From an optimization exercise on the open Yosys and OpenROAD flow, aimed at small area, a short achievable clock period and few clock cycles per item; shortcuts taken in it are not production practice.
RTL that was checked went through simulation tests only; none was proved equivalent to the original.
Only the layout flow was run in runs 5 to 8; the RTL was not checked for function there.
Power and IR drop assume default switching activity.

===== design/flow/design.v =====
module lzss_enc_top (
    input               clk,
    input               rst_x,
    input               i_valid,
    output              ow_ready,
    input       [7:0]   i_data,
    input               i_last,
    output              o_valid,
    input               i_ready,
    output      [8:0]   o_code,
    output              o_last
);
    integer             k;
    reg     [7:0]       r_win [1:64];    
    reg     [63:0]      r_s0, r_s1, r_s2;    
    reg     [5:0]       r_rv;            
    reg     [5:0]       r_lb;            
    reg     [6:0]       r_cnt;           
    reg     [2:0]       r_skip;          
    reg                 r_m1, r_m2, r_m3, r_m4;
    reg                 r_l2;
    reg     [1:0]       r_l3, r_l4;      
    reg     [5:0]       r_x1, r_x2, r_x3, r_x4;  
    reg                 r_rdy;           
    reg                 r_sv;
    reg                 r_hv;
    reg     [9:0]       r_hd;
    reg     [9:0]       r_sd;
    wire                w_ended = ~r_rv[0] | r_lb[0];
    wire                w_adv   = r_rdy & (i_valid | (w_ended & (|r_rv)));
    assign  ow_ready    = r_rdy;
    assign  o_valid     = r_hv;
    assign  o_code      = r_hd[8:0];
    assign  o_last      = r_hd[9];
    reg     [63:0]      w_eq;
    always @(*) begin
        for (k = 0; k < 64; k = k + 1)
            w_eq[k] = (i_data == r_win[k+1]) && (r_cnt > k);
    end
    wire    [63:0]      t2 = r_s1 | r_s2;
    wire    [63:0]      t3 = r_s2;
    wire    [63:0]      t4 = r_s2 & ~r_s0;
    wire    [63:0]      t5 = r_s2 & ~r_s1;
    wire    [5:0]       w_x2, w_x3, w_x4, w_x5;
    wire                a2, a3, a4, a5;
    lzss_lowest #(.W(64), .N(6)) u_low2 (.i_v(t2), .o_any(a2), .o_idx(w_x2));
    lzss_lowest #(.W(64), .N(6)) u_low3 (.i_v(t3), .o_any(a3), .o_idx(w_x3));
    lzss_lowest #(.W(64), .N(6)) u_low4 (.i_v(t4), .o_any(a4), .o_idx(w_x4));
    lzss_lowest #(.W(64), .N(6)) u_low5 (.i_v(t5), .o_any(a5), .o_idx(w_x5));
    always @(posedge clk) begin
        if (w_adv) begin
            r_win[1]    <= i_data;
            for (k = 2; k <= 64; k = k + 1)
                r_win[k]    <= r_win[k-1];
            r_s0        <= w_eq & ~r_s2;
            r_s1        <= w_eq & r_s0;
            r_s2        <= w_eq & (r_s1 | (r_s2 & ~r_s0));
            r_lb        <= {r_lb[4:0], i_valid & i_last};
            r_m1        <= a2;
            r_x1        <= w_x2;
            r_m2        <= a3 | r_m1;
            r_l2        <= a3;
            r_x2        <= a3 ? w_x3 : r_x1;
            r_m3        <= a4 | r_m2;
            r_l3        <= a4 ? 2'd2 : {1'b0, r_l2};
            r_x3        <= a4 ? w_x4 : r_x2;
            r_m4        <= a5 | r_m3;
            r_l4        <= a5 ? 2'd3 : r_l3;
            r_x4        <= a5 ? w_x5 : r_x3;
        end
    end
    always @(posedge clk or negedge rst_x) begin
        if (!rst_x) begin
            r_rv    <= 6'd0;
            r_cnt   <= 7'd0;
        end
        else if (w_adv) begin
            r_rv    <= {r_rv[4:0], i_valid};
            if (i_valid) begin
                if (i_last)
                    r_cnt   <= 7'd0;
                else if (!r_cnt[6])
                    r_cnt   <= r_cnt + 7'd1;
            end
        end
    end
    wire                w_lst = r_lb[5] | (r_m4 & (r_lb[4] | ((r_l4 != 2'd0) & r_lb[3]) |
                                ((r_l4[1]) & r_lb[2]) | ((r_l4 == 2'd3) & r_lb[1])));
    wire    [9:0]       w_code = r_m4 ? {w_lst, 1'b1, ~r_x4, r_l4} : {w_lst, 1'b0, r_win[6]};
    wire                w_push = w_adv & r_rv[5] & (r_skip == 3'd0);
    wire                w_pop  = r_hv & i_ready;
    always @(posedge clk or negedge rst_x) begin
        if (!rst_x) begin
            r_skip  <= 3'd0;
        end
        else if (w_adv && r_rv[5]) begin
            if (r_skip != 3'd0)
                r_skip  <= r_skip - 3'd1;
            else if (r_m4)
                r_skip  <= {1'b0, r_l4} + 3'd1;
        end
    end
    wire                w_sv_next = r_sv ? ~w_pop : (w_push & r_hv & ~w_pop);
    always @(posedge clk or negedge rst_x) begin
        if (!rst_x) begin
            r_hv    <= 1'b0;
            r_sv    <= 1'b0;
            r_rdy   <= 1'b0;
        end
        else begin
            r_sv    <= w_sv_next;
            r_rdy   <= ~w_sv_next;
            if (w_push)
                r_hv    <= 1'b1;
            else if (w_pop && !r_sv)
                r_hv    <= 1'b0;
        end
    end
    always @(posedge clk) begin
        if (r_sv) begin
            if (w_pop)
                r_hd    <= r_sd;
        end
        else if (w_push) begin
            if (!r_hv || w_pop)
                r_hd    <= w_code;
            else
                r_sd    <= w_code;
        end
    end
endmodule
module lzss_lowest #(
    parameter   W   = 64,
    parameter   N   = 6
)(
    input       [W-1:0]     i_v,
    output                  o_any,
    output      [N-1:0]     o_idx
);
    generate
        if (W == 2) begin : leaf
            assign  o_any   = i_v[0] | i_v[1];
            assign  o_idx   = ~i_v[0];
        end
        else begin : node
            wire                w_any_lo;
            wire                w_any_hi;
            wire    [N-2:0]     w_lo;
            wire    [N-2:0]     w_hi;
            lzss_lowest #(.W(W/2), .N(N-1)) u_lo (.i_v(i_v[W/2-1:0]), .o_any(w_any_lo), .o_idx(w_lo));
            lzss_lowest #(.W(W/2), .N(N-1)) u_hi (.i_v(i_v[W-1:W/2]), .o_any(w_any_hi), .o_idx(w_hi));
            assign  o_any   = w_any_lo | w_any_hi;
            assign  o_idx   = w_any_lo ? {1'b0, w_lo} : {1'b1, w_hi};
        end
    endgenerate
endmodule

===== design/flow/run.sh =====
#!/bin/bash
# synth_recipe.tcl (not shown) runs the flow's synth.tcl, then flattens the netlist and writes it again
# the make line also repeats each setting of config.mk as NAME=value (left out here)
make -C /OpenROAD-flow-scripts/flow DESIGN_CONFIG=/design/flow/config.mk WORK_HOME=/design/flow/orfs CLKGATE_MAP_FILE= SYNTH_SCRIPT=/design/flow/synth_recipe.tcl finish

===== design/flow/config.mk =====
export PLATFORM = sky130hd
export DESIGN_NAME = lzss_enc_top
export DESIGN_NICKNAME = lzss_enc_top
export VERILOG_FILES = /design/flow/design.v
export SDC_FILE = /design/flow/constraint.sdc
export NUM_CORES = 4
export LEC_CHECK = 0
export CAP_MARGIN = 20
export CORE_MARGIN = 2
export CORE_UTILIZATION = 40
export CTS_BUF_LIST = sky130_fd_sc_hd__clkbuf_4 sky130_fd_sc_hd__clkbuf_8
export CTS_CLUSTER_DIAMETER = 60
export CTS_CLUSTER_SIZE = 12
export SETUP_SLACK_MARGIN = 3.6
export SLEW_MARGIN = 20
export TNS_END_PERCENT = 5

===== design/flow/constraint.sdc =====
create_clock -name core_clock -period 6.0 [get_ports {clk}]
set_input_delay 1.2000 -clock core_clock [delete_from_list [all_inputs] [get_ports {clk}]]
set_output_delay 1.2000 -clock core_clock [all_outputs]
set_load 0.01 [all_outputs]

==> metrics.cfg, run 1 <==
[power]
p_int_w = 0.0137
clockPowerShare = 0.145
comb_power_share = 0.340
power.density_nw_per_um2 = 552
netSwitchingPower_w = 0.00864
p_sw_frac = 0.387
seq_power_share = 0.515
p_total_w = 0.0223
vdd.ir_drop.worst_v = 0.000240
p_leak_nw = 13.4

[critical_path]
crit_cells = 7
endpoint = r_x1[3]$_DFFE_PP_
critical-path-top-delay-family = simple AND/OR/NAND/NOR gates
path_cells = or3_4, or4_1, or3_4, nor3_4, a21oi_1, o21bai_1, a21boi_1
crit_type = flop to flop
required_ns = 6.47
rrSetupSlack_ns = 3.42
reg2reg_depth = 7
critPathBufInv = 0
crit_start = r_s2[44]$_DFFE_PP_
critPathMaxFanout = 4
max_stage_delay_ns = 0.46
worstSetupEndpointType = flop
arrival_ns = 3.05
start_kind = flop
crit-reg2reg-capture = r_x1[3]$_DFFE_PP_
r2r_start = r_s2[44]$_DFFE_PP_
crit_top_cell = or3_4
slowest_stage = edfxtp_1

[sta]
period_needed_ns = 2.58
worst_slack_ns = 3.42
hold_viol = 0
setup_tns_ns = 0
slew_viol_final = 0
tightest_slew_ns = 0.985
finalSetupViolations = 0
relSlewSlack = 0.343
timing.final.crit_share = 0.430
skew_ns = 0.0503
fmax_mhz = 388
rsz0062_at_grt = yes

[drt]
num_vias = 23200
finalWirelength_mm = 97.8
wl_per_cell_um = 24.2
drc = 0
detail-route-antenna-nets = 0
dr.pass1.iters = 6
routed_via_density = 5.72
drt_iter0_drc = 2610

[logic_synthesis]
ys_async_sr_fraction = 0.0243
synth_area_leaders = edfxtp_1 (64%), xnor2_1 (8.3%), xor2_1 (4.1%)
synth-edff-count = 763
synth_most_common_cell = edfxtp_1
synth.yosys.seq_area_share = 0.650
synth_seq_cells = 782
synth.top_cell.area_share = 0.637
yosysTopAreaCell = edfxtp_1
synth_nets = 2748
synth_top_cells_by_count = edfxtp_1 (763), xnor2_1 (342), nor2_1 (221)
synth_cells = 2727
synth_area_per_cell_um2 = 13.2
synth_ff_type = edfxtp_1
synth_warnings = 2
synth_area_um2 = 36000
yosysUniqueCellTypes = 73

[cts]
path_clk_slew_ns = 0.09
cts_buffer_depth = 3
clock_latency_ns = 0.71
clkSinkCount = 782
cts_buffers = 79
htreeDepth = 3
cts_root_buf = clkbuf_8
cts_tree = done
hold_buffers = 0

[placement]
hpwl_mm = 65.0
io_buffer_count = 24
dp_slack_ns = 2.15
routabilityCongestion = 0.967
dpl.cell_count = 3841

[status]
outcome = complete, no violations

[die]
rows = 109
die_h_um = 304
coreArea_um2 = 88800
die-area_um2 = 92300
die_w_um = 304
io-pin-count = 25
start_util = 0.405

[final_layout]
finalNonFillerCells = 4048
drive_above_1_share = 0.129
nets = 2875
fin_util = 0.456
syn_to_final_growth_pct = 12.5

[grt]
overflow = 0
antenna_found_initial = 3
grt_pass1_wl_mm = 145
grt_max_degree = 103
grt_usage = 0.207
grt_pass1_vias = 22500

[run]
cap_violations = 0

[worst_hold_path]
hold_class = flop to flop

sequential cells by signal (all words and copies together), names as in the netlist, 7 cells and up:
| signal | flops |
|---|---|
| r_cnt | 7 |
| r_hd | 10 |
| r_sd | 10 |
| r_s2 | 64 |
| r_s1 | 64 |
| r_s0 | 64 |
| r_win | 512 |
through the flow:
| step | cell area (µm²) | hold slack, ns |
|---|---|---|
| floorplan | 36000 | 0.427 |
| detailed placement | 37500 | 0.439 |
| global route | 40500 | 0.456 |
| CTS | 40200 | 0.441 |
| finish | 40500 | 0.447 |
| global placement | 37500 | 0.440 |
cell usage in the layout (no fill, tap or decap), types with 38 or more instances in the layout:
cell,Yosys,final
o21a_1,42,42
clkbuf_8,0,81
and2_1,54,53
xnor2_1,342,342
inv_1,63,63
buf_4,0,91
o21ai_0,48,45
nor2_1,221,214
nand2_1,80,78
edfxtp_1,763,763
xor2_1,170,170
a21oi_1,97,95
nor3_1,79,72
nand2b_1,40,38
nor4_1,129,105
nand4_1,103,103
nor2b_1,123,108
layout make-up:
| type | count | area (µm²) |
|---|---|---|
| Tap cell | 1165 | 1460 |
| Clock buffer | 91 | 1190 |
| Fill cell | 7887 | 48300 |
| Sequential cell | 782 | 23400 |
| Inverter | 65 | 270 |
| Timing Repair inverter | 3 | 57.6 |
| Timing Repair Buffer | 135 | 1310 |
| Clock inverter | 18 | 155 |
| Multi-Input combinational cell | 1788 | 12600 |
| Antenna cell | 1 | 2.50 |
power by group through the flow:
stage	sequential, W	combinational [W]	clock [W]
2_1_floorplan	0.0107	0.00450	0
3_3_place_gp	0.0115	0.00612	0
3_5_place_dp	0.0116	0.00620	0
4_1_cts	0.0114	0.00729	0.00334
5_1_grt	0.0117	0.00818	0.00352
6_report	0.0115	0.00760	0.00325
logic make-up after synthesis:
group / share of synthesized area
AO/OA/AOI/OAI: 0.0591
multiplexers: 0.00616
AND/OR/NAND/NOR: 0.140
adder cells (fa/ha/maj): 0.00278
flip-flops: 0.650
XOR/XNOR: 0.125
buffers and inverters: 0.0171
how the worst min path moves through the flow:
stage,from,end,slack (ns),cells past startpoint
2_1_floorplan,r_lb[2]$_DFFE_PP_,r_lb[3]$_DFFE_PP_,0.43,0
3_3_place_gp,r_lb[4]$_DFFE_PP_,r_lb[5]$_DFFE_PP_,0.44,0
3_5_place_dp,r_lb[1]$_DFFE_PP_,r_lb[2]$_DFFE_PP_,0.44,0
4_1_cts,r_win[24][7]$_DFFE_PP_,r_win[25][7]$_DFFE_PP_,0.44,0
5_1_grt,rst_x,r_sv$_DFF_PN0_,0.46,1
6_report,r_win[25][3]$_DFFE_PP_,r_win[26][3]$_DFFE_PP_,0.45,0
routing by layer:
| metal | vias up | global-route usage | part of all wire |
|---|---|---|---|
| li1 | 10300 | - | - |
| met1 | 11800 | 0.312 | 0.46 |
| met2 | 930 | 0.308 | 0.44 |
| met3 | 158 | 0.0352 | 0.073 |
| met4 | 2 | 0.0554 | 0.026 |
| met5 | - | 0 | 0.00013 |
repair_timing:
action	4_1_cts	5_1_grt
setup endpoints to repair	974	845
pin swaps	25	4
buffers inserted	81	10
endpoints found under the hold margin	0	0
resized for setup	176	50
gates cloned	5	1
Testbench counts, summed over its fixed seeds: cycles 85,802, items 84,290.
==> run 2: changes to the inputs <==
--- a/design/flow/config.mk
+++ b/design/flow/config.mk
@@ -11,6 +11,6 @@
 export CTS_BUF_LIST = sky130_fd_sc_hd__clkbuf_4 sky130_fd_sc_hd__clkbuf_8
 export CTS_CLUSTER_DIAMETER = 60
 export CTS_CLUSTER_SIZE = 12
-export SETUP_SLACK_MARGIN = 3.6
+export SETUP_SLACK_MARGIN = 3.8
 export SLEW_MARGIN = 20
-export TNS_END_PERCENT = 5
+export TNS_END_PERCENT = 0
==> run 2 against run 1 <==
Setup slack lost 0.069 ns. Still clean. Synthesized cell count is the same. Die area unchanged. Total power is 0.13% lower. Flip-flop and latch count stayed put. Fmax down 2.6%. Synthesized area stayed put. Final area decreased by 0.22%. Combinational power decreased by 0.7%. Critical path type unchanged. Largest power group unchanged. Clock power about the same. Cell count fell by 0.12%.
==> metrics.cfg, run 2 <==
[cts]
cts_buffer_depth = 3
clkSinkCount = 782
path_clk_slew_ns = 0.08
htreeDepth = 3
cts_root_buf = clkbuf_8
cts_tree = done
cts_buffers = 79
clock_latency_ns = 0.71

[status]
outcome = complete, no violations

[power]
comb_power_share = 0.338
power.density_nw_per_um2 = 553
clockPowerShare = 0.146
p_sw_frac = 0.387
p_total_w = 0.0223
p_leak_nw = 13.3
p_int_w = 0.0137
netSwitchingPower_w = 0.00864
vdd.ir_drop.worst_v = 0.000241
seq_power_share = 0.516

[worst_hold_path]
min_from = r_win[25][3]$_DFFE_PP_
hold_path_depth = 0
min_to = r_win[26][3]$_DFFE_PP_
hold_class = flop to flop

[run]
cap_violations = 0

[drt]
dr.pass1.iters = 6
detail-route-antenna-nets = 0
drc = 0
routed_via_density = 5.71
num_vias = 23100
wl_per_cell_um = 24.2
finalWirelength_mm = 97.9
drt_iter0_drc = 2744

[die]
die_w_um = 304
coreArea_um2 = 88800
io-pin-count = 25
start_util = 0.405
die-area_um2 = 92300
rows = 109
die_h_um = 304

[critical_path]
max_stage_delay_ns = 0.59
path_cells = inv_1, nor2_1, nor4_4, o21ai_0, a41oi_1, o21ai_1, a21oi_1
rrSetupSlack_ns = 3.35
slowest_stage = edfxtp_1
reg2reg_depth = 7
critPathMaxFanout = 8
worstSetupEndpointType = flop
crit_type = flop to flop
required_ns = 6.55
crit-reg2reg-capture = r_x3[2]$_DFFE_PP_
r2r_start = r_s2[56]$_DFFE_PP_
arrival_ns = 3.19
start_kind = flop

[logic_synthesis]
ys_async_sr_fraction = 0.0243
synth_top_cells_by_count = edfxtp_1 (763), xnor2_1 (342), nor2_1 (221)
yosysUniqueCellTypes = 73
synth_area_um2 = 36000
synth_cells = 2727
synth_ff_type = edfxtp_1
synth_area_per_cell_um2 = 13.2
synth_most_common_cell = edfxtp_1
synth_warnings = 2
synth-edff-count = 763
synth_area_leaders = edfxtp_1 (64%), xnor2_1 (8.3%), xor2_1 (4.1%)
synth.top_cell.area_share = 0.637
yosysTopAreaCell = edfxtp_1
synth_seq_cells = 782
synth.yosys.seq_area_share = 0.650
synth_nets = 2748

[grt]
use_met2 = 0.307
grt.met1_usage = 0.311
grt_max_degree = 103
overflow = 0
grt_pass1_wl_mm = 145
antenna_found_initial = 4
grt_pass1_vias = 22500
grt_usage = 0.207
met3_usage = 0.0375
grt.busiest_layer = met1

[sta]
hold_viol = 0
rsz0062_at_grt = yes
fmax_mhz = 378
slew_viol_final = 0
period_needed_ns = 2.65
skew_ns = 0.0486
tightest_slew_ns = 1.06
relSlewSlack = 0.296
setup_tns_ns = 0
timing.final.crit_share = 0.441
finalSetupViolations = 0

[final_layout]
drive_above_1_share = 0.127
syn_to_final_growth_pct = 12.3
nets = 2870
layout_common_cells = edfxtp_1 (763), xnor2_1 (342), nor2_1 (215)
nFillCells = 7889
multiInputGateArea_um2 = 12600
fin_util = 0.455
regMostFlops = r_win
regArea_um2 = 23400
largest_register_ff_count = 512
layout_commonest_cell = edfxtp_1

[placement]
routabilityCongestion = 0.967
hpwl_mm = 65.0
io_buffer_count = 24

==> run 2: cell counts after synthesis <==
Identical to the previous run, type by type.
==> run 2: layout make-up <==
| cell class | count | share of cell area |
|---|---|---|
| Clock inverter | 18 | 0.00384 |
| Antenna cell | 1 | 0.0000620 |
| Timing Repair Buffer | 130 | 0.0308 |
| Multi-Input combinational cell | 1788 | 0.312 |
| Tap cell | 1165 | 0.0361 |
| Inverter | 65 | 0.00669 |
| Timing Repair inverter | 3 | 0.00143 |
| Clock buffer | 91 | 0.0295 |
| Sequential cell | 782 | 0.579 |
==> run 2: kinds of logic after synthesis <==
| group | Yosys count | share of synthesized area |
|---|---|---|
| flip-flops | 782 | 0.650 |
| multiplexers | 20 | 0.00616 |
| buffers and inverters | 157 | 0.0171 |
| AND/OR/NAND/NOR | 925 | 0.140 |
| AO/OA/AOI/OAI | 323 | 0.0591 |
| XOR/XNOR | 512 | 0.125 |
| adder cells (fa/ha/maj) | 8 | 0.00278 |
==> run 2: worst max path at each step <==
stage	cells after the start	slack [ns]	start	to
2_1_floorplan	3	2.54	i_valid	r_rv[3]$_DFFE_PN0P_
3_3_place_gp	7	2.20	i_data[4]	r_s0[18]$_DFFE_PP_
6_report	7	3.35	r_s2[56]$_DFFE_PP_	r_x3[2]$_DFFE_PP_
5_1_grt	9	3.36	r_s2[2]$_DFFE_PP_	r_x3[0]$_DFFE_PP_
3_5_place_dp	7	2.15	i_data[4]	r_s0[18]$_DFFE_PP_
4_1_cts	1	3.46	r_hd[2]$_DFFE_PP_	o_code[2]
==> run 2: worst max-delay path, delay by kind of cell (launching register included) <==
| kind | cells | cell delay (ns) |
|---|---|---|
| flops | 1 | 0.59 |
| simple gates | 2 | 0.61 |
| buf+inv | 1 | 0.19 |
| compound gates | 4 | 1.10 |
==> run 2: repair_timing <==
action / in CTS / in global routing
endpoints found under the hold margin: 0 / 0
resized for setup: 185 / 36
setup buffers: 74 / 12
hold buffers: 0 / 0
setup endpoints to repair: 999 / 954
cloned: 5 / 1
pin swaps: 22 / 5
==> run 2: stage by stage <==
stage	setup WS, ns	hold slack (ns)	std cells	area (µm²)
after CTS	3.46	0.441	4029	40100
after global placement	2.20	0.440	3841	37500
final	3.35	0.443	4043	40400
after detailed placement	2.15	0.439	3841	37500
after floorplan	2.54	0.427	2727	36000
after global routing	3.36	0.456	4043	40400
==> run 2: power groups by stage <==
| stage | clock (W) | combinational (W) | sequential, W |
|---|---|---|---|
| after detailed placement | 0 | 0.00620 | 0.0116 |
| after floorplan | 0 | 0.00450 | 0.0107 |
| final | 0.00325 | 0.00755 | 0.0115 |
| after global placement | 0 | 0.00612 | 0.0115 |
| after CTS | 0.00334 | 0.00726 | 0.0114 |
| after global routing | 0.00353 | 0.00812 | 0.0118 |
==> run 2: metal layers <==
metal | wire length [µm] | vias to the layer above | part of all wire
met5 | 26 | - | 0.00027
li1 | - | 10300 | -
met1 | 45500 | 11700 | 0.47
met4 | 2440 | 4 | 0.025
met2 | 42600 | 918 | 0.44
met3 | 7240 | 156 | 0.074
==> run 3: changes to the inputs <==
==> design/flow/config.mk (replaced) <==
export PLATFORM = sky130hd
export DESIGN_NAME = lzss_enc_top
export DESIGN_NICKNAME = lzss_enc_top
export VERILOG_FILES = /design/flow/design.v
export SDC_FILE = /design/flow/constraint.sdc
export NUM_CORES = 4
export LEC_CHECK = 0
export CAP_MARGIN = 20
export CORE_MARGIN = 2
export CORE_UTILIZATION = 40
export SETUP_SLACK_MARGIN = 3.7
export SLEW_MARGIN = 20
==> run 3 against run 2 <==
First-iteration DRC count rose by 9.6%. Clock-buffer cell count grew 9. Hold slack gained 0.022 ns. Largest cell class unchanged. Total power grew 18%. Highest routed layer is now met4. Final area up 12%. Critical endpoint is now r_x1[0]$_DFFE_PP_. Critical path depth is the same. Cell count is 5.9% higher. Non-clock buffer count increased by 193. Via count increased by 6.7%.
==> metrics.cfg, run 3 <==
[sta]
timing.final.crit_share = 0.435
tightest_slew_ns = 0.761
fmax_mhz = 383
skew_ns = 0.0243
hold_viol = 0
rsz0062_at_grt = yes
period_needed_ns = 2.61
setup_tns_ns = 0
relSlewSlack = 0.493
finalSetupViolations = 0
slew_viol_final = 0
worst_slack_ns = 3.39

[critical_path]
rrSetupSlack_ns = 3.39
arrival_ns = 3.01
required_ns = 6.40
crit-reg2reg-capture = r_x1[0]$_DFFE_PP_
r2r_start = r_s2[46]$_DFFE_PP_
start_kind = flop
worstSetupEndpointType = flop
crit_type = flop to flop
reg2reg_depth = 7
critPathMaxFanout = 4

[power]
vdd.ir_drop.worst_v = 0.000277
p_leak_nw = 15.7
power.density_nw_per_um2 = 581

[drt]
num_vias = 24700
wl_met3_mm = 8.18
drc = 0
dr.pass1.iters = 6
route.top_layer_used = met4
wl_met2_mm = 49.0
wl_per_cell_um = 25.5
drt_iter0_drc = 3008
detail-route-antenna-nets = 0
routed_via_density = 5.76
finalWirelength_mm = 109
met1Wirelength_mm = 49.3

[final_layout]
nets = 3071
largest_register_ff_count = 512
fin_util = 0.511
syn_to_final_growth_pct = 26.2
layout_commonest_cell = edfxtp_1
layout_common_cells = edfxtp_1 (763), xnor2_1 (328), nor2_1 (208)
regMostFlops = r_win
nFillCells = 7346
drive_above_1_share = 0.226

[die]
die_h_um = 304
die_w_um = 304
rows = 109
die-area_um2 = 92300
start_util = 0.405
coreArea_um2 = 88800
io-pin-count = 25

[worst_hold_path]
hold_class = flop to flop
min_to = r_lb[4]$_DFFE_PP_
hold_path_depth = 0
min_from = r_lb[3]$_DFFE_PP_

[logic_synthesis]
ys_async_sr_fraction = 0.0243
yosysUniqueCellTypes = 73
synth_nets = 2748
synth_cells = 2727
synth_area_leaders = edfxtp_1 (64%), xnor2_1 (8.3%), xor2_1 (4.1%)
yosysTopAreaCell = edfxtp_1
synth_most_common_cell = edfxtp_1
synth_warnings = 2
synth_area_um2 = 36000
synth_top_cells_by_count = edfxtp_1 (763), xnor2_1 (342), nor2_1 (221)
synth.top_cell.area_share = 0.637
synth.yosys.seq_area_share = 0.650
synth-edff-count = 763
synth_ff_type = edfxtp_1
synth_seq_cells = 782
synth_area_per_cell_um2 = 13.2

[grt]
grt_pass1_vias = 22900
antenna_found_initial = 2
grt_max_degree = 92
overflow = 0
grt_pass1_wl_mm = 149
grt_usage = 0.213

[cts]
cts_buffer_depth = 3
cts_buffers = 84
cts_root_buf = clkbuf_16
clkSinkCount = 782
hold_buffers = 0
clock_latency_ns = 0.65
htreeDepth = 3
path_clk_slew_ns = 0.06
cts_tree = done

[placement]
routabilityCongestion = 0.937
hpwl_mm = 64.9
dp_slack_ns = 2.23
io_buffer_count = 24

[status]
outcome = complete, no violations

[run]
cap_violations = 0

==> run 3: cell counts after synthesis <==
Identical to the previous run, type by type.
==> run 3: per-stage QoR <==
stage	hold slack, ns	power (W)	instances	instance area [µm²]
after floorplan	0.427	0.0153	2727	36700
after global placement	0.443	0.0177	3847	37700
after detailed placement	0.447	0.0178	3847	37700
after CTS	0.462	0.0248	4155	43000
after global routing	0.471	0.0274	4281	45400
final	0.466	0.0263	4282	45400
==> run 3: layout make-up <==
class	count	area, µm²	share of cell area
multi-input combinational	1788	13400	0.296
tap	1165	1460	0.0321
clock buffer	100	2210	0.0488
inverter	65	270	0.00596
antenna	1	2.50	0.0000551
timing repair inverter	6	105	0.00232
timing repair buffer	323	3910	0.0861
clock inverter	52	573	0.0126
sequential	782	23400	0.516
==> run 3: routing by layer <==
metal | vias to the layer above | global-route usage
met5 | - | 0
met4 | 0 | 0.0665
met3 | 163 | 0.0272
met2 | 1149 | 0.325
met1 | 12500 | 0.318
li1 | 10800 | -
==> run 3: worst max-delay path, stage by stage (launching register included) <==
cell	delay [ns]
edfxtp_1	0.41
or3_4	0.41
or4_4	0.42
or3_4	0.38
nor3_4	0.30
or4_4	0.20
o22ai_2	0.08
a21o_1	0.16
==> run 3: worst max path at each step <==
stage,startpoint,endpoint,slack (ns),cells after the start
floorplan,i_valid,r_rv[3]$_DFFE_PN0P_,2.54,3
global placement,i_valid,r_win[51][1]$_DFFE_PP_,2.31,4
detailed placement,i_valid,r_win[51][1]$_DFFE_PP_,2.23,4
CTS,r_s2[45]$_DFFE_PP_,r_x1[0]$_DFFE_PP_,3.45,7
global route,r_s2[37]$_DFFE_PP_,r_x1[0]$_DFFE_PP_,3.30,9
finish,r_s2[46]$_DFFE_PP_,r_x1[0]$_DFFE_PP_,3.39,7
==> run 3: cell families (layout without fill, tap and decap cells) <==
family / count (synthesis) / after routing / synth area share
AOI/OAI and AO/OA: 323 / 323 / 0.0591
xor gates and xnor gates: 512 / 512 / 0.125
adders and majority gates: 8 / 8 / 0.00278
buffers and inverters: 157 / 546 / 0.0171
DFF: 782 / 782 / 0.650
muxes: 20 / 20 / 0.00616
other: 0 / 1 / 0
and+or+nand+nor: 925 / 925 / 0.140
==> run 3: timing repair <==
action | in CTS | in global routing
buffers inserted | 140 | 73
resized for setup | 276 | 144
endpoints found under the setup margin | 992 | 755
pin swaps | 46 | 57
gates cloned | 16 | 53
==> run 3: power breakdown <==
group          switching [W]  leakage (nW)  total (W)  internal, W
clock network        0.00223          1.36    0.00531      0.00308
registers            0.00212          7.70     0.0115      0.00934
logic                0.00534          6.61    0.00957      0.00423
total                0.00970          15.7     0.0263       0.0167
==> run 4: changes to the inputs <==
--- a/design/flow/config.mk
+++ b/design/flow/config.mk
@@ -5,6 +5,7 @@
 export SDC_FILE = /design/flow/constraint.sdc
 export NUM_CORES = 4
 export LEC_CHECK = 0
+export ABC_CLOCK_PERIOD_IN_PS = 2000
 export CAP_MARGIN = 20
 export CORE_MARGIN = 2
 export CORE_UTILIZATION = 40
==> run 4 against run 3 <==
Synthesized cell count did not move. Clock power barely moved. Total power did not move. Flip-flop and latch count did not move. Setup slack did not move. First-iteration DRC count did not move. Critical endpoint unchanged. Largest power group unchanged. Highest routed layer unchanged.
==> metrics.cfg, run 4 <==
[placement]
io_buffer_count = 24
hpwl_mm = 64.9
routabilityCongestion = 0.937

[logic_synthesis]
synth_cells = 2727
synth-edff-count = 763
synth_warnings = 2
synth_top_cells_by_count = edfxtp_1 (763), xnor2_1 (342), nor2_1 (221)
ys_async_sr_fraction = 0.0243
yosysTopAreaCell = edfxtp_1
synth.top_cell.area_share = 0.637
synth_area_per_cell_um2 = 13.2
synth_area_leaders = edfxtp_1 (64%), xnor2_1 (8.3%), xor2_1 (4.1%)
synth_most_common_cell = edfxtp_1
synth_ff_type = edfxtp_1
synth_area_um2 = 36000
synth.yosys.seq_area_share = 0.650
synth_nets = 2748
synth_seq_cells = 782
yosysUniqueCellTypes = 73

[drt]
detail-route-antenna-nets = 0
num_vias = 24700
drc = 0
finalWirelength_mm = 109
routed_via_density = 5.76
wl_per_cell_um = 25.5
dr.pass1.iters = 6
drt_iter0_drc = 3008

[cts]
cts_buffers = 84
clkSinkCount = 782
cts_buffer_depth = 3
clock_latency_ns = 0.65
hold_buffers = 0
path_clk_slew_ns = 0.06
cts_tree = done
htreeDepth = 3
cts_root_buf = clkbuf_16

[run]
cap_violations = 0

[worst_hold_path]
hold_class = flop to flop

[critical_path]
path_cells = or3_4, or4_4, or3_4, nor3_4, or4_4, o22ai_2, a21o_1
critPathMaxFanout = 4
required_ns = 6.40
slowest_stage = or4_4
max_stage_delay_ns = 0.42
arrival_ns = 3.01
critical-path-top-delay-family = simple AND/OR/NAND/NOR gates
crit_type = flop to flop
start_kind = flop
worstSetupEndpointType = flop
critPathBufInv = 0

[power]
p_sw_frac = 0.368
p_total_w = 0.0263
seq_power_share = 0.435
clockPowerShare = 0.202
comb_power_share = 0.363
power.density_nw_per_um2 = 581
p_leak_nw = 15.7
netSwitchingPower_w = 0.00970
vdd.ir_drop.worst_v = 0.000277
p_int_w = 0.0167

[sta]
timing.final.crit_share = 0.435
fmax_mhz = 383
tightest_slew_ns = 0.761
period_needed_ns = 2.61
hold_viol = 0
finalSetupViolations = 0
setup_tns_ns = 0
rsz0062_at_grt = yes
slew_viol_final = 0
whs_ns = 0.466
relSlewSlack = 0.493
skew_ns = 0.0243

[die]
coreArea_um2 = 88800
die_w_um = 304
die_h_um = 304
die-area_um2 = 92300
rows = 109
start_util = 0.405
io-pin-count = 25

[final_layout]
regMostFlops = r_win
layout_commonest_cell = edfxtp_1
drive_above_1_share = 0.226
largest_register_ff_count = 512
nFillCells = 7346
syn_to_final_growth_pct = 26.2
nets = 3071
layout_common_cells = edfxtp_1 (763), xnor2_1 (328), nor2_1 (208)

[grt]
grt_pass1_vias = 22900
grt_usage = 0.213
antenna_found_initial = 2
grt_max_degree = 92
overflow = 0
grt_pass1_wl_mm = 149

[status]
outcome = complete, no violations

run 4: cell counts in the layout (fill, tap and decap cells not counted):
No cell type changed its count.
run 4: what timing repair did:
action	CTS	global route
pin swaps	46	57
gates resized for setup	276	144
setup endpoints to repair	992	755
cloned	16	53
setup buffers	140	73
run 4: metrics by stage:
step                       util  setup slack [ns]  instances  cell area, µm²
after floorplan               -              2.54       2727           36700
after global placement    0.425              2.31       3847           37700
after detailed placement  0.425              2.23       3847           37700
after CTS                 0.485              3.45       4155           43000
after global routing      0.511              3.30       4281           45400
final                     0.511              3.39       4282           45400
run 4: power groups by stage:
| stage | combinational, W | clock, W | sequential, W |
|---|---|---|---|
| 2_1_floorplan | 0.00457 | 0 | 0.0107 |
| 6_report | 0.00957 | 0.00531 | 0.0115 |
| 4_1_cts | 0.00805 | 0.00539 | 0.0114 |
| 5_1_grt | 0.0101 | 0.00558 | 0.0117 |
| 3_3_place_gp | 0.00619 | 0 | 0.0115 |
| 3_5_place_dp | 0.00625 | 0 | 0.0116 |
run 4: kinds of logic after synthesis:
logic type | count (synthesis) | synth area share
adder cells (fa/ha/maj) | 8 | 0.00278
AND/OR/NAND/NOR | 925 | 0.140
multiplexers | 20 | 0.00616
XOR/XNOR | 512 | 0.125
AO/OA/AOI/OAI | 323 | 0.0591
flip-flops | 782 | 0.650
buffers and inverters | 157 | 0.0171
run 4: worst paths after layout:
kind | endpoint | from | depth (start not counted) | slack (ns)
worst max-delay path | r_x1[0]$_DFFE_PP_ | r_s2[46]$_DFFE_PP_ | 7 | 3.39
worst min-delay path | r_lb[4]$_DFFE_PP_ | r_lb[3]$_DFFE_PP_ | 0 | 0.47
worst max register to register | r_x1[0]$_DFFE_PP_ | r_s2[46]$_DFFE_PP_ | 7 | 3.39
worst min register to register | r_lb[4]$_DFFE_PP_ | r_lb[3]$_DFFE_PP_ | 0 | 0.47
max in group asynchronous | r_cnt[2]$_DFFE_PN0P_ | rst_x | 1 | 5.06
min in group asynchronous | r_sv$_DFF_PN0_ | rst_x | 1 | 0.52
run 4: area by class of cell:
| cell class | instances | area [µm²] | share of cell area |
|---|---|---|---|
| Clock buffer | 100 | 2210 | 0.0488 |
| Multi-Input combinational cell | 1788 | 13400 | 0.296 |
| Tap cell | 1165 | 1460 | 0.0321 |
| Antenna cell | 1 | 2.50 | 0.0000551 |
| Inverter | 65 | 270 | 0.00596 |
| Clock inverter | 52 | 573 | 0.0126 |
| Sequential cell | 782 | 23400 | 0.516 |
| Timing Repair inverter | 6 | 105 | 0.00232 |
| Timing Repair Buffer | 323 | 3910 | 0.0861 |
run 4: per-layer routing:
metal  track usage  vias up  routed length, µm
met5             0        -                  0
met3        0.0272      163               8180
met1         0.318    12500              49300
li1              -    10800                  -
met4        0.0665        0               2910
met2         0.325     1149              49000
==> run 5: changes to the inputs <==
--- a/design/flow/design.v
+++ b/design/flow/design.v
@@ -11,6 +11,10 @@
     output              o_last
 );
     integer             k;
+    reg                 r_rdy;           
+    reg                 r_iv;
+    reg     [7:0]       r_ib;
+    reg                 r_il;
     reg     [7:0]       r_win [1:64];    
     reg     [63:0]      r_s0, r_s1, r_s2;    
     reg     [5:0]       r_rv;            
@@ -21,21 +25,34 @@
     reg                 r_l2;
     reg     [1:0]       r_l3, r_l4;      
     reg     [5:0]       r_x1, r_x2, r_x3, r_x4;  
-    reg                 r_rdy;           
     reg                 r_sv;
     reg                 r_hv;
     reg     [9:0]       r_hd;
     reg     [9:0]       r_sd;
     wire                w_ended = ~r_rv[0] | r_lb[0];
-    wire                w_adv   = r_rdy & (i_valid | (w_ended & (|r_rv)));
+    wire                w_adv   = ~r_sv & (r_iv | (w_ended & (|r_rv)));
     assign  ow_ready    = r_rdy;
     assign  o_valid     = r_hv;
     assign  o_code      = r_hd[8:0];
     assign  o_last      = r_hd[9];
+    always @(posedge clk or negedge rst_x) begin
+        if (!rst_x) begin
+            r_iv    <= 1'b0;
+        end
+        else if (r_rdy) begin
+            r_iv    <= i_valid;
+        end
+    end
+    always @(posedge clk) begin
+        if (r_rdy) begin
+            r_ib    <= i_data;
+            r_il    <= i_last;
+        end
+    end
     reg     [63:0]      w_eq;
     always @(*) begin
         for (k = 0; k < 64; k = k + 1)
-            w_eq[k] = (i_data == r_win[k+1]) && (r_cnt > k);
+            w_eq[k] = (r_ib == r_win[k+1]) && (r_cnt > k);
     end
     wire    [63:0]      t2 = r_s1 | r_s2;
     wire    [63:0]      t3 = r_s2;
@@ -49,13 +66,13 @@
     lzss_lowest #(.W(64), .N(6)) u_low5 (.i_v(t5), .o_any(a5), .o_idx(w_x5));
     always @(posedge clk) begin
         if (w_adv) begin
-            r_win[1]    <= i_data;
+            r_win[1]    <= r_ib;
             for (k = 2; k <= 64; k = k + 1)
                 r_win[k]    <= r_win[k-1];
             r_s0        <= w_eq & ~r_s2;
             r_s1        <= w_eq & r_s0;
             r_s2        <= w_eq & (r_s1 | (r_s2 & ~r_s0));
-            r_lb        <= {r_lb[4:0], i_valid & i_last};
+            r_lb        <= {r_lb[4:0], r_iv & r_il};
             r_m1        <= a2;
             r_x1        <= w_x2;
             r_m2        <= a3 | r_m1;
@@ -75,9 +92,9 @@
             r_cnt   <= 7'd0;
         end
         else if (w_adv) begin
-            r_rv    <= {r_rv[4:0], i_valid};
-            if (i_valid) begin
-                if (i_last)
+            r_rv    <= {r_rv[4:0], r_iv};
+            if (r_iv) begin
+                if (r_il)
                     r_cnt   <= 7'd0;
                 else if (!r_cnt[6])
                     r_cnt   <= r_cnt + 7'd1;
==> design/flow/config.mk (replaced) <==
export PLATFORM = sky130hd
export DESIGN_NAME = lzss_enc_top
export DESIGN_NICKNAME = lzss_enc_top
export VERILOG_FILES = /design/flow/design.v
export SDC_FILE = /design/flow/constraint.sdc
export NUM_CORES = 4
export LEC_CHECK = 0
export CAP_MARGIN = 20
export CORE_MARGIN = 2
export CORE_UTILIZATION = 40
export SETUP_SLACK_MARGIN = 3.6
export SLEW_MARGIN = 20
export TNS_END_PERCENT = 5
==> run 5 against run 4 <==
Largest power group unchanged. Die area increased by 0.62%. Synthesized cell count increased by 0.48%. Global-route usage decreased by 1.6 points. First-iteration DRC count decreased by 25%. Clock power decreased by 3%. Setup slack improved by 0.0065 ns. Sequential power about the same. Register-to-register slack about the same. Final area decreased by 5.7%. Combinational power decreased by 2.9%. Critical path depth increased by 1.
==> metrics.cfg, run 5 <==
[logic_synthesis]
synth_nets = 2761
synth_seq_cells = 792
yosysUniqueCellTypes = 77
ys_async_sr_fraction = 0.0253
synth_area_leaders = edfxtp_1 (64%), xnor2_1 (6.3%), xor2_1 (6.1%)
yosysTopAreaCell = edfxtp_1
synth.yosys.seq_area_share = 0.654
synth_most_common_cell = edfxtp_1
synth_ff_type = edfxtp_1
synth_area_um2 = 36200
synth_warnings = 2
synth_area_per_cell_um2 = 13.2
synth.top_cell.area_share = 0.641
synth_top_cells_by_count = edfxtp_1 (772), xnor2_1 (261), nor2_1 (258)
synth_cells = 2740
synth-edff-count = 772

[worst_hold_path]
min_from = r_lb[0]$_DFFE_PP_
hold_class = flop to flop

[final_layout]
syn_to_final_growth_pct = 18.2
drive_above_1_share = 0.153
largest_register_ff_count = 512
design_area_um2 = 42800
layout_common_cells = edfxtp_1 (772), xnor2_1 (261), xor2_1 (251)
antennaDiodeCount = 0
finalNonFillerCells = 4171
nets = 2948
regMostFlops = r_win
layout_commonest_cell = edfxtp_1

[critical_path]
start_kind = flop
slowest_stage = or4_1
required_ns = 6.51
crit_top_cell = buf_4
arrival_ns = 3.11
critical-path-top-delay-family = simple AND/OR/NAND/NOR gates
r2r_start = r_s2[19]$_DFFE_PP_
max_stage_delay_ns = 0.64
worstSetupEndpointType = flop
critPathBufInv = 2
crit_start = r_s2[19]$_DFFE_PP_
crit_type = flop to flop
path_cells = or4_1, nor4_1, buf_4, nand4_1, buf_4, nor2_4, o211ai_1, o21ai_1
critPathMaxFanout = 5

[placement]
io_buffer_count = 24
place_area_um2 = 37800
hpwl_mm = 61.9
routabilityCongestion = 0.950
dpl.cell_count = 3873
dp_slack_ns = 2.86

[die]
coreArea_um2 = 89900
rows = 110
die_h_um = 305
io-pin-count = 25
start_util = 0.403
die_w_um = 305
die-area_um2 = 92900

[power]
power.density_nw_per_um2 = 613
p_leak_nw = 14.6
vdd.ir_drop.worst_v = 0.000359
p_total_w = 0.0262

[grt]
grt_pass1_wl_mm = 141
grt_pass1_vias = 22900
grt_max_degree = 109
antenna_found_initial = 3
overflow = 0
grt_usage = 0.198

[sta]
relSlewSlack = 0.360
skew_ns = 0.0237
tightest_slew_ns = 0.953
setup_tns_ns = 0
worst_slack_ns = 3.40
hold_viol = 0
period_needed_ns = 2.60
rsz0062_at_grt = yes
finalSetupViolations = 0
fmax_mhz = 384
timing.final.crit_share = 0.434
slew_viol_final = 0

[drt]
dr.pass1.iters = 6
drt_iter0_drc = 2251
wl_per_cell_um = 22.7
finalWirelength_mm = 94.8
num_vias = 23300
detail-route-antenna-nets = 0
drc = 0
routed_via_density = 5.59

[cts]
path_clk_slew_ns = 0.06
cts_root_buf = clkbuf_16
clock_latency_ns = 0.66
htreeDepth = 3
cts_buffer_depth = 3
cts_tree = done
clkSinkCount = 792
cts_buffers = 85

[run]
cap_violations = 0

[status]
outcome = complete, no violations

[run 5: metrics by stage]
step,hold slack (ns),utilization
after detailed placement,0.434,0.421
after CTS,0.448,0.462
final,0.448,0.476
after floorplan,0.421,-
after global routing,0.454,0.476
after global placement,0.436,0.421
[run 5: what timing repair did]
action                     4_1_cts  5_1_grt
setup buffers                   52       81
setup endpoints to repair      640      736
cloned                           7        3
pin swaps                       12       43
resized for setup              100      134
hold buffers                     0        0
[run 5: final cells by class]
cell class	count	area [µm²]
Fill cell	7817	47100
Clock buffer	104	2200
Tap cell	1176	1470
Timing Repair Buffer	192	1870
Sequential cell	792	23700
Clock inverter	51	507
Inverter	81	304
Multi-Input combinational cell	1775	12700
[run 5: kinds of logic (layout without fill, tap and decap cells)]
| group | after synthesis | count (layout) | share of synthesized area |
|---|---|---|---|
| compound gates | 342 | 343 | 0.0624 |
| buf+inv | 175 | 428 | 0.0187 |
| mux | 19 | 19 | 0.00591 |
| flops | 792 | 792 | 0.654 |
| fa+ha+maj | 8 | 8 | 0.00277 |
| simple gates | 892 | 893 | 0.132 |
| xor+xnor | 512 | 512 | 0.124 |
[run 5: final timing paths]
path	to	slack, ns	cells past startpoint
worst max-delay path	r_x1[2]$_DFFE_PP_	3.40	8
worst min-delay path	r_lb[1]$_DFFE_PP_	0.45	0
worst max register to register	r_x1[2]$_DFFE_PP_	3.40	8
worst min register to register	r_lb[1]$_DFFE_PP_	0.45	0
max in group asynchronous	r_rdy$_DFF_PN0_	5.02	1
min in group asynchronous	r_rdy$_DFF_PN0_	0.55	1
[run 5: worst register-to-register path: cells and delay by family, from the launching register on]
family                 cells  cell delay, ns
AOI/OAI and AO/OA          2            0.31
buffers and inverters      2            0.42
and+or+nand+nor            4            1.29
DFF                        1            0.46
[run 5: where the power goes]
part	switching [W]	total (W)	leakage [nW]	internal, W
clock	0.00221	0.00517	1.33	0.00296
sequential	0.00207	0.0118	7.79	0.00970
combinational	0.00553	0.00929	5.47	0.00376
[run 5: metal layers]
layer / track usage / part of all wire / vias to the layer above / routed length, µm
li1: - / - / 10500 / -
met1: 0.274 / 0.45 / 11900 / 42400
met2: 0.318 / 0.47 / 748 / 44200
met3: 0.0293 / 0.057 / 180 / 5370
met4: 0.0692 / 0.030 / 4 / 2820
met5: 0 / 0.00027 / - / 26
==> run 6: changes to the inputs <==
--- a/design/flow/config.mk
+++ b/design/flow/config.mk
@@ -8,6 +8,9 @@
 export CAP_MARGIN = 20
 export CORE_MARGIN = 2
 export CORE_UTILIZATION = 40
+export CTS_BUF_LIST = sky130_fd_sc_hd__clkbuf_4 sky130_fd_sc_hd__clkbuf_8
+export CTS_CLUSTER_DIAMETER = 60
+export CTS_CLUSTER_SIZE = 12
 export SETUP_SLACK_MARGIN = 3.6
 export SLEW_MARGIN = 20
 export TNS_END_PERCENT = 5
==> run 6 against run 5 <==
Fmax grew 3.0%. Utilization shrank 1.1 points. Flip-flop and latch count is the same. Synthesized cell count is the same. Critical path depth shrank 1. Via count shrank 0.26%. Critical path type unchanged. Hold slack lost 0.011 ns. Cell count shrank 0.43%.
==> metrics.cfg, run 6 <==
[status]
outcome = complete, no violations

[grt]
grt_max_degree = 109
grt_usage = 0.196
antenna_found_initial = 3
grt_pass1_vias = 22800
grt.busiest_layer = met2
grt.met1_usage = 0.275
overflow = 0
use_met2 = 0.315
met3_usage = 0.0296
grt_pass1_wl_mm = 140

[cts]
cts_buffer_depth = 3
cts_root_buf = clkbuf_8
path_clk_slew_ns = 0.08
htreeDepth = 3
clkSinkCount = 792
clock_latency_ns = 0.72
cts_buffers = 82
hold_buffers = 0
cts_tree = done

[placement]
routabilityCongestion = 0.950
hpwl_mm = 61.9
io_buffer_count = 24

[power]
p_leak_nw = 14.1
clockPowerShare = 0.137
netSwitchingPower_w = 0.00955
p_sw_frac = 0.388
seq_power_share = 0.478
vdd.ir_drop.worst_v = 0.000346
comb_power_share = 0.385
power.density_nw_per_um2 = 588
p_int_w = 0.0150

[final_layout]
fin_util = 0.465
largest_register_ff_count = 512
nets = 2961
layout_commonest_cell = edfxtp_1
drive_above_1_share = 0.166
regMostFlops = r_win
syn_to_final_growth_pct = 15.6
layout_common_cells = edfxtp_1 (772), xnor2_1 (261), xor2_1 (251)

[logic_synthesis]
ys_async_sr_fraction = 0.0253
synth_area_per_cell_um2 = 13.2
yosysUniqueCellTypes = 77
synth.top_cell.area_share = 0.641
synth_seq_cells = 792
yosysTopAreaCell = edfxtp_1
synth-edff-count = 772
synth_ff_type = edfxtp_1
synth_area_um2 = 36200
synth_most_common_cell = edfxtp_1
synth_nets = 2761
synth_warnings = 2
synth.yosys.seq_area_share = 0.654
synth_cells = 2740
synth_top_cells_by_count = edfxtp_1 (772), xnor2_1 (261), nor2_1 (258)
synth_area_leaders = edfxtp_1 (64%), xnor2_1 (6.3%), xor2_1 (6.1%)

[die]
die-area_um2 = 92900
die_w_um = 305
die_h_um = 305
coreArea_um2 = 89900
rows = 110
start_util = 0.403
io-pin-count = 25

[critical_path]
max_stage_delay_ns = 0.54
crit_cells = 7
worstSetupEndpointType = flop
arrival_ns = 3.06
reg2reg_depth = 7
path_cells = or4_4, buf_4, nor2_4, nand3_2, nand2b_4, or3_1, o31ai_1
critPathMaxFanout = 8
start_kind = flop
critical-path-top-delay-family = simple AND/OR/NAND/NOR gates
critPathBufInv = 1
slowest_stage = edfxtp_1
crit_type = flop to flop
required_ns = 6.53

[sta]
timing.final.crit_share = 0.421
period_needed_ns = 2.53
slew_viol_final = 0
hold_viol = 0
skew_ns = 0.0396
fmax_mhz = 396
setup_tns_ns = 0
relSlewSlack = 0.339
tightest_slew_ns = 0.984
rsz0062_at_grt = yes
finalSetupViolations = 0

[drt]
detail-route-antenna-nets = 0
drc = 0
num_vias = 23300
drt_iter0_drc = 2081
routed_via_density = 5.60
finalWirelength_mm = 93.9
wl_per_cell_um = 22.6
dr.pass1.iters = 6

[worst_hold_path]
hold_class = flop to flop
hold_path_depth = 0

[run]
cap_violations = 0

[run 6: cells by family (layout without fill, tap and decap cells)]
group                      Yosys count  after routing  share of synthesized area
muxes                               19             19                    0.00591
buffers and inverters              175            407                     0.0187
other                                0              3                          0
AOI/OAI and AO/OA                  342            343                     0.0624
and+or+nand+nor                    892            893                      0.132
adders and majority gates            8              8                    0.00277
xor gates and xnor gates           512            512                      0.124
DFF                                792            792                      0.654
[run 6: worst reg2reg max path, stage by stage (launching register included)]
cell	delay (ns)
edfxtp_1	0.54
or4_4	0.51
buf_4	0.16
nor2_4	0.14
nand3_2	0.10
nand2b_4	0.19
or3_1	0.43
o31ai_1	0.28
[run 6: worst paths after layout]
kind                                        start                endpoint  slack, ns
setup / recovery                r_s2[0]$_DFFE_PP_       r_x1[0]$_DFFE_PP_       3.47
setup reg to reg                r_s2[0]$_DFFE_PP_       r_x1[0]$_DFFE_PP_       3.47
min in group asynchronous                   rst_x    r_cnt[3]$_DFFE_PN0P_       0.48
hold / removal             r_win[40][1]$_DFFE_PP_  r_win[41][1]$_DFFE_PP_       0.44
hold reg to reg            r_win[40][1]$_DFFE_PP_  r_win[41][1]$_DFFE_PP_       0.44
max in group asynchronous                   rst_x         r_rdy$_DFF_PN0_       5.08
[run 6: area by class of cell]
| type | instances | area, µm² |
|---|---|---|
| diodes | 3 | 7.51 |
| clock buffers | 97 | 1250 |
| clock inverters | 21 | 199 |
| fillers | 7906 | 48000 |
| inverters | 81 | 304 |
| multi-input cells | 1775 | 12900 |
| flip-flops and latches | 792 | 23700 |
| well taps | 1176 | 1470 |
| repair buffers | 208 | 2040 |
[run 6: what timing repair did]
item,CTS,global route
resized for setup,118,157
endpoints found under the setup margin,645,736
setup buffers,49,99
gates cloned,7,4
pin swaps,9,47
[run 6: stage by stage]
stage / setup WS (ns) / total power, W / cell area [µm²] / cells / hold WS, ns
final: 3.47 / 0.0246 / 41800 / 4153 / 0.437
after global routing: 3.39 / 0.0259 / 41800 / 4152 / 0.450
after CTS: 3.41 / 0.0234 / 40200 / 4047 / 0.452
after detailed placement: 2.86 / 0.0192 / 37800 / 3873 / 0.434
after global placement: 2.70 / 0.0191 / 37800 / 3873 / 0.436
after floorplan: -7.46 / 0.0142 / 36200 / 2740 / 0.421
[run 6: power groups by stage]
| stage | clock (W) | combinational [W] | sequential [W] |
|---|---|---|---|
| global route | 0.00370 | 0.0102 | 0.0120 |
| CTS | 0.00348 | 0.00821 | 0.0117 |
| floorplan | 0 | 0.00367 | 0.0106 |
| detailed placement | 0 | 0.00729 | 0.0119 |
| finish | 0.00338 | 0.00947 | 0.0118 |
| global placement | 0 | 0.00720 | 0.0118 |
[run 6: per-layer routing]
metal / vias to the layer above / part of all wire
li1: 10500 / -
met1: 11800 / 0.45
met2: 743 / 0.47
met3: 159 / 0.052
met4: 0 / 0.026
met5: - / 0
==> run 7: changes to the inputs <==
--- a/design/flow/config.mk
+++ b/design/flow/config.mk
@@ -11,6 +11,5 @@
 export CTS_BUF_LIST = sky130_fd_sc_hd__clkbuf_4 sky130_fd_sc_hd__clkbuf_8
 export CTS_CLUSTER_DIAMETER = 60
 export CTS_CLUSTER_SIZE = 12
-export SETUP_SLACK_MARGIN = 3.6
+export SETUP_SLACK_MARGIN = 3.5
 export SLEW_MARGIN = 20
-export TNS_END_PERCENT = 5
==> run 7 against run 6 <==
Clock power rose by 4%. Combinational power rose by 1%. First-iteration DRC count rose by 20%. Register-to-register slack got worse by 0.07 ns. Via count fell by 0.86%. Setup slack got worse by 0.073 ns. Cell count barely moved. Clock skew rose by 0.015 ns. Fmax fell by 2.8%. Total power rose by 0.87%. Flip-flop and latch count did not move. Global-route usage rose by 0.22 points.
==> metrics.cfg, run 7 <==
[worst_hold_path]
min_to = r_win[57][2]$_DFFE_PP_
hold_path_depth = 0
hold_class = flop to flop
min_from = r_win[56][2]$_DFFE_PP_

[final_layout]
nFillCells = 7897
finalNonFillerCells = 4152
largest_register_ff_count = 512
nets = 2954
regMostFlops = r_win
drive_above_1_share = 0.157
layout_common_cells = edfxtp_1 (772), xnor2_1 (261), xor2_1 (251)
layout_commonest_cell = edfxtp_1
syn_to_final_growth_pct = 15.5
design_area_um2 = 41800

[critical_path]
reg2reg_depth = 7
crit_start = r_rv[3]$_DFFE_PN0P_
arrival_ns = 3.04
crit_type = flop to flop
worstSetupEndpointType = flop
critPathMaxFanout = 24
r2r_start = r_rv[3]$_DFFE_PN0P_
start_kind = flop
required_ns = 6.44
crit-reg2reg-capture = r_win[40][6]$_DFFE_PP_
rrSetupSlack_ns = 3.40

[sta]
finalSetupViolations = 0
fmax_mhz = 385
worst_slack_ns = 3.40
rsz0062_at_grt = yes
period_needed_ns = 2.60
skew_ns = 0.0548
tightest_slew_ns = 1.18
timing.final.crit_share = 0.433
slew_viol_final = 0
setup_tns_ns = 0
hold_viol = 0
relSlewSlack = 0.215

[cts]
clkSinkCount = 792
cts_tree = done
clock_latency_ns = 0.74
htreeDepth = 3
cts_root_buf = clkbuf_8
cts_buffers = 83
hold_buffers = 0
path_clk_slew_ns = 0.09
cts_buffer_depth = 3

[logic_synthesis]
synth_area_leaders = edfxtp_1 (64%), xnor2_1 (6.3%), xor2_1 (6.1%)
synth_simple_gate_area_share = 0.132
ys_async_sr_fraction = 0.0253
synth_warnings = 2
synth.yosys.seq_area_share = 0.654
synth.top_cell.area_share = 0.641
synth_seq_cells = 792
synth_top_family_by_area = simple AND/OR/NAND/NOR gates
synth_area_um2 = 36200
synth_area_per_cell_um2 = 13.2
synth_fa_ha_area_frac = 0.00277
synth_xor_area_frac = 0.124
synth_top_cells_by_count = edfxtp_1 (772), xnor2_1 (261), nor2_1 (258)
synthMuxAreaShare = 0.00591
synth_most_common_cell = edfxtp_1
yosysUniqueCellTypes = 77
synth_cells = 2740
synth_compound_area_frac = 0.0624
synth_ff_type = edfxtp_1
synth_nets = 2761
yosysTopAreaCell = edfxtp_1
synth-edff-count = 772

[die]
io-pin-count = 25
die_h_um = 305
die_w_um = 305
start_util = 0.403
coreArea_um2 = 89900
rows = 110
die-area_um2 = 92900

[placement]
place_area_um2 = 37800
hpwl_mm = 62.4
io_buffer_count = 24
routabilityCongestion = 0.965
dp_slack_ns = 2.75
dpl.cell_count = 3871

[drt]
routed_via_density = 5.55
dr.pass1.iters = 6
wl_per_cell_um = 23.1
finalWirelength_mm = 96.1
drc = 0
detail-route-antenna-nets = 0
num_vias = 23100
drt_iter0_drc = 2498

[status]
outcome = complete, no violations

[power]
p_total_w = 0.0248
p_leak_nw = 14.1
power.density_nw_per_um2 = 594
vdd.ir_drop.worst_v = 0.000360

[grt]
grt_max_degree = 99
grt_usage = 0.198
antenna_found_initial = 4
grt_pass1_vias = 22600
grt_pass1_wl_mm = 140
overflow = 0

[run]
cap_violations = 0

## run 7: cell count changes in the layout (fill, tap and decap cells not counted), sizes merged, moves of 2 or more
cell / change
bufbuf: -2
buf: -7
nor2: +3
clkdlybuf4s15: -10
clkbuf: +10
clkinvlp: +4
## run 7: kinds of logic after synthesis
logic type | Yosys count
fa+ha+maj | 8
xor+xnor | 512
simple gates | 892
flops | 792
buf+inv | 175
mux | 19
compound gates | 342
## run 7: layout make-up
cell class                 instances  area (µm²)  area share
antenna                            3        7.51    0.000180
clock buffer                     100        1310      0.0313
clock inverter                    25         235     0.00563
inverter                          81         304     0.00728
multi-input combinational       1778       12800       0.305
sequential                       792       23700       0.567
tap                             1176        1470      0.0352
timing repair buffer             197        2020      0.0483
## run 7: critical path: stages, from the launching register on
cell and delay (ns):
dfrtp_1 0.39, or4_4 0.53, or3_4 0.35, a21oi_4 0.26
nor2_4 0.15, buf_12 0.26, buf_4 0.15, buf_16 0.15
## run 7: per-stage QoR
step           hold WS, ns   util
4_1_cts              0.439  0.452
6_report             0.436  0.465
2_1_floorplan        0.421      -
5_1_grt              0.461  0.465
3_3_place_gp         0.437  0.421
3_5_place_dp         0.446  0.421
## run 7: power by group
group	internal (W)	switching [W]
registers	0.00968	0.00204
clock network	0.00157	0.00194
logic	0.00389	0.00570
## run 7: what timing repair did
action,in CTS,in global routing
setup buffers,63,68
pin swaps,27,24
endpoints found under the setup margin,838,646
cloned,7,15
gates resized for setup,187,77
## run 7: how the worst max path moves through the flow
stage                                        end  slack [ns]
after global routing      r_win[52][4]$_DFFE_PP_        3.36
after CTS                               ow_ready        3.28
after global placement        r_s0[39]$_DFFE_PP_        2.77
final                     r_win[40][6]$_DFFE_PP_        3.40
after floorplan                r_hd[0]$_DFFE_PP_       -7.46
after detailed placement       r_x4[1]$_DFFE_PP_        2.75
## run 7: routing by layer
layer  global-route usage  share of wire
met1                0.280           0.45
met2                0.312           0.46
met3               0.0275          0.056
met4               0.0723          0.032
met5                    0              0
==> run 8: changes to the inputs <==
--- a/design/flow/design.v
+++ b/design/flow/design.v
@@ -11,7 +11,7 @@
     output              o_last
 );
     integer             k;
-    reg                 r_rdy;           
+    reg                 r_room;          
     reg                 r_iv;
     reg     [7:0]       r_ib;
     reg                 r_il;
@@ -25,13 +25,12 @@
     reg                 r_l2;
     reg     [1:0]       r_l3, r_l4;      
     reg     [5:0]       r_x1, r_x2, r_x3, r_x4;  
-    reg                 r_sv;
     reg                 r_hv;
     reg     [9:0]       r_hd;
     reg     [9:0]       r_sd;
     wire                w_ended = ~r_rv[0] | r_lb[0];
-    wire                w_adv   = ~r_sv & (r_iv | (w_ended & (|r_rv)));
-    assign  ow_ready    = r_rdy;
+    wire                w_adv   = r_room & (r_iv | (w_ended & (|r_rv)));
+    assign  ow_ready    = r_room;
     assign  o_valid     = r_hv;
     assign  o_code      = r_hd[8:0];
     assign  o_last      = r_hd[9];
@@ -39,12 +38,12 @@
         if (!rst_x) begin
             r_iv    <= 1'b0;
         end
-        else if (r_rdy) begin
+        else if (r_room) begin
             r_iv    <= i_valid;
         end
     end
     always @(posedge clk) begin
-        if (r_rdy) begin
+        if (r_room) begin
             r_ib    <= i_data;
             r_il    <= i_last;
         end
@@ -117,24 +116,28 @@
                 r_skip  <= {1'b0, r_l4} + 3'd1;
         end
     end
-    wire                w_sv_next = r_sv ? ~w_pop : (w_push & r_hv & ~w_pop);
     always @(posedge clk or negedge rst_x) begin
         if (!rst_x) begin
             r_hv    <= 1'b0;
-            r_sv    <= 1'b0;
-            r_rdy   <= 1'b0;
+            r_room  <= 1'b1;
         end
         else begin
-            r_sv    <= w_sv_next;
-            r_rdy   <= ~w_sv_next;
-            if (w_push)
+            if (!r_room) begin
+                if (w_pop)
+                    r_room  <= 1'b1;
+            end
+            else if (w_push) begin
                 r_hv    <= 1'b1;
-            else if (w_pop && !r_sv)
+                if (r_hv && !w_pop)
+                    r_room  <= 1'b0;
+            end
+            else if (w_pop) begin
                 r_hv    <= 1'b0;
+            end
         end
     end
     always @(posedge clk) begin
-        if (r_sv) begin
+        if (!r_room) begin
             if (w_pop)
                 r_hd    <= r_sd;
         end
==> run 8 against run 7 <==
Sequential power fell by 4%. Fmax fell by 5.4%. Critical path type unchanged. Routed wire length fell by 4.1%. Via count fell by 0.72%. Largest power group unchanged. Die area fell by 0.23%.
==> metrics.cfg, run 8 <==
[status]
outcome = complete, no violations

[grt]
overflow = 0
grt_pass1_wl_mm = 138
antenna_found_initial = 2
grt_pass1_vias = 22500
grt_usage = 0.192
grt_max_degree = 106

[placement]
routabilityCongestion = 0.979
io_buffer_count = 24
dpl.cell_count = 3867
hpwl_mm = 58.5
place_area_um2 = 37800

[worst_hold_path]
min_to = r_win[29][5]$_DFFE_PP_
min_from = r_win[28][5]$_DFFE_PP_
hold_class = flop to flop
hold_path_depth = 0

[critical_path]
rrSetupSlack_ns = 3.25
crit-reg2reg-capture = r_x4[0]$_DFFE_PP_
start_kind = flop
critPathBufInv = 0
slowest_stage = a2111oi_2
r2r_start = r_s2[45]$_DFFE_PP_
arrival_ns = 3.23
critical-path-top-delay-family = compound AO/OA/AOI/OAI gates
reg2reg_depth = 7
path_cells = nor2b_1, a2111oi_2, and4b_1, o21ai_0, a21oi_1, nor4_2, o22a_1
critPathMaxFanout = 5
required_ns = 6.47
crit_type = flop to flop
max_stage_delay_ns = 0.61
worstSetupEndpointType = flop

[cts]
clock_latency_ns = 0.74
cts_tree = done
path_clk_slew_ns = 0.09
hold_buffers = 0
cts_root_buf = clkbuf_8
clkSinkCount = 791
cts_buffer_depth = 3
htreeDepth = 3
cts_buffers = 80

[drt]
drc = 0
dr.pass1.iters = 6
num_vias = 22900
finalWirelength_mm = 92.1
wl_per_cell_um = 22.4
routed_via_density = 5.58
detail-route-antenna-nets = 0
drt_iter0_drc = 2179

[sta]
finalSetupViolations = 0
period_needed_ns = 2.75
fmax_mhz = 364
timing.final.crit_share = 0.458
setup_tns_ns = 0
skew_ns = 0.0527
relSlewSlack = 0.368
tightest_slew_ns = 0.945
rsz0062_at_grt = yes
hold_viol = 0
slew_viol_final = 0

[logic_synthesis]
synth-edff-count = 772
synth_area_um2 = 36100
synth_nets = 2757
yosysTopAreaCell = edfxtp_1
synth_top_cells_by_count = edfxtp_1 (772), xnor2_1 (322), nor2_1 (250)
synth_cells = 2736
synth_area_per_cell_um2 = 13.2
synth.yosys.seq_area_share = 0.655
synth_seq_cells = 791
synth_most_common_cell = edfxtp_1
synth_ff_type = edfxtp_1
synth.top_cell.area_share = 0.642
ys_async_sr_fraction = 0.0240
yosysUniqueCellTypes = 74
synth_warnings = 2
synth_area_leaders = edfxtp_1 (64%), xnor2_1 (7.8%), xor2_1 (4.6%)

[final_layout]
syn_to_final_growth_pct = 14.3
largest_register_ff_count = 512
finalNonFillerCells = 4105
regMostFlops = r_win
drive_above_1_share = 0.145
layout_common_cells = edfxtp_1 (772), xnor2_1 (322), nor2_1 (233)
nets = 2923
layout_commonest_cell = edfxtp_1
nFillCells = 7976
design_area_um2 = 41300

[die]
start_util = 0.402
die_h_um = 304
io-pin-count = 25
coreArea_um2 = 89700
die-area_um2 = 92700
die_w_um = 304
rows = 110

[power]
p_leak_nw = 13.7
power.density_nw_per_um2 = 536
vdd.ir_drop.worst_v = 0.000272

[run]
cap_violations = 0

run 8: worst max-delay path by stage:
stage                                    to  depth (start not counted)                 from
after floorplan              r_l2$_DFFE_PP_                          5  r_rv[3]$_DFFE_PN0P_
after CTS                          ow_ready                          2     r_room$_DFF_PN1_
after detailed placement     r_l2$_DFFE_PP_                          7  r_rv[3]$_DFFE_PN0P_
after global placement    r_x2[1]$_DFFE_PP_                          7  r_rv[3]$_DFFE_PN0P_
after global routing      r_x4[1]$_DFFE_PP_                          7   r_s2[11]$_DFFE_PP_
final                     r_x4[0]$_DFFE_PP_                          7   r_s2[45]$_DFFE_PP_
run 8: per-layer routing:
layer / vias up / track usage / share of wire
li1: 10400 / - / -
met1: 11500 / 0.273 / 0.45
met2: 738 / 0.300 / 0.46
met3: 200 / 0.0280 / 0.052
met4: 0 / 0.0722 / 0.037
met5: - / 0 / 0
run 8: final cells by class:
cell class | count | area [µm²] | share of cell area
multi-input combinational | 1788 | 12700 | 0.308
inverter | 68 | 263 | 0.00636
timing repair buffer | 172 | 1820 | 0.0440
sequential | 791 | 23700 | 0.573
timing repair inverter | 1 | 7.51 | 0.000182
tap | 1176 | 1470 | 0.0356
antenna | 2 | 5.00 | 0.000121
clock inverter | 13 | 119 | 0.00288
clock buffer | 94 | 1230 | 0.0298
run 8: repair_timing:
item,CTS,global route
cloned,8,12
pin swaps,18,28
setup endpoints to repair,941,751
resized for setup,180,74
buffers inserted,70,39
run 8: report_power, final:
group / internal [W] / switching, W / total, W
registers: 0.00934 / 0.00188 / 0.0112
clock network: 0.00139 / 0.00187 / 0.00326
logic: 0.00318 / 0.00448 / 0.00766
run 8: stage by stage:
step                power [W]  hold WS, ns   util  setup WS, ns
floorplan              0.0133        0.421      -         -7.09
global placement       0.0172        0.433  0.421          2.43
detailed placement     0.0173        0.439  0.421          2.45
CTS                    0.0215        0.429  0.450          3.25
global route           0.0233        0.447  0.460          3.24
finish                 0.0221        0.423  0.460          3.25
run 8: cells by family after synthesis:
group,after synthesis,synth area share
compound gates,338,0.0612
xor+xnor,512,0.124
fa+ha+maj,8,0.00277
buf+inv,157,0.0167
flops,791,0.655
mux,16,0.00496
simple gates,914,0.135

## afterwards: timing with drivers on the ports
No port has a modelled driver above. Below, the same layouts with a new extraction and two added sets of constraints. Step 1 sets driving cells, clkbuf_16 on the clock port and buf_2 on the other inputs (assumed; they add their load-dependent delay and slew). Step 2 times the ports against the registers' clock, not the clock port: input delays grow and output delays shrink by t, the midpoint of the rising clock arrivals with the driver on. Three values: ideal, step 1, step 2; two values: the first two.
run	shift t [ns]	slack for setup (ns)	worst register clock-pin slew, ns	worst slew at a driven data input, ns	cell pins on the clock port's net
run 1	0.748	3.421 / 3.421 / 2.695	0.10 / 0.10	0.06	1
run 2	0.750	3.351 / 3.351 / 2.681	0.10 / 0.10	0.06	1
run 3	0.712	3.389 / 3.389 / 2.769	0.07 / 0.07	0.28	1
run 4	0.712	3.389 / 3.389 / 2.769	0.07 / 0.07	0.28	1
run 5	0.714	3.396 / 3.396 / 3.208	0.07 / 0.07	0.03	1
run 6	0.764	3.472 / 3.414 / 3.266	0.09 / 0.09	0.03	1
run 7	0.774	3.399 / 3.393 / 3.155	0.09 / 0.09	0.04	1
run 8	0.774	3.250 / 3.250 / 3.250	0.09 / 0.09	0.04	1
After both steps every run listed still meets setup and hold. For run 1, which loses most, drivers alone change the setup slack by 0.000 ns; drivers and shift together by -0.726 ns.
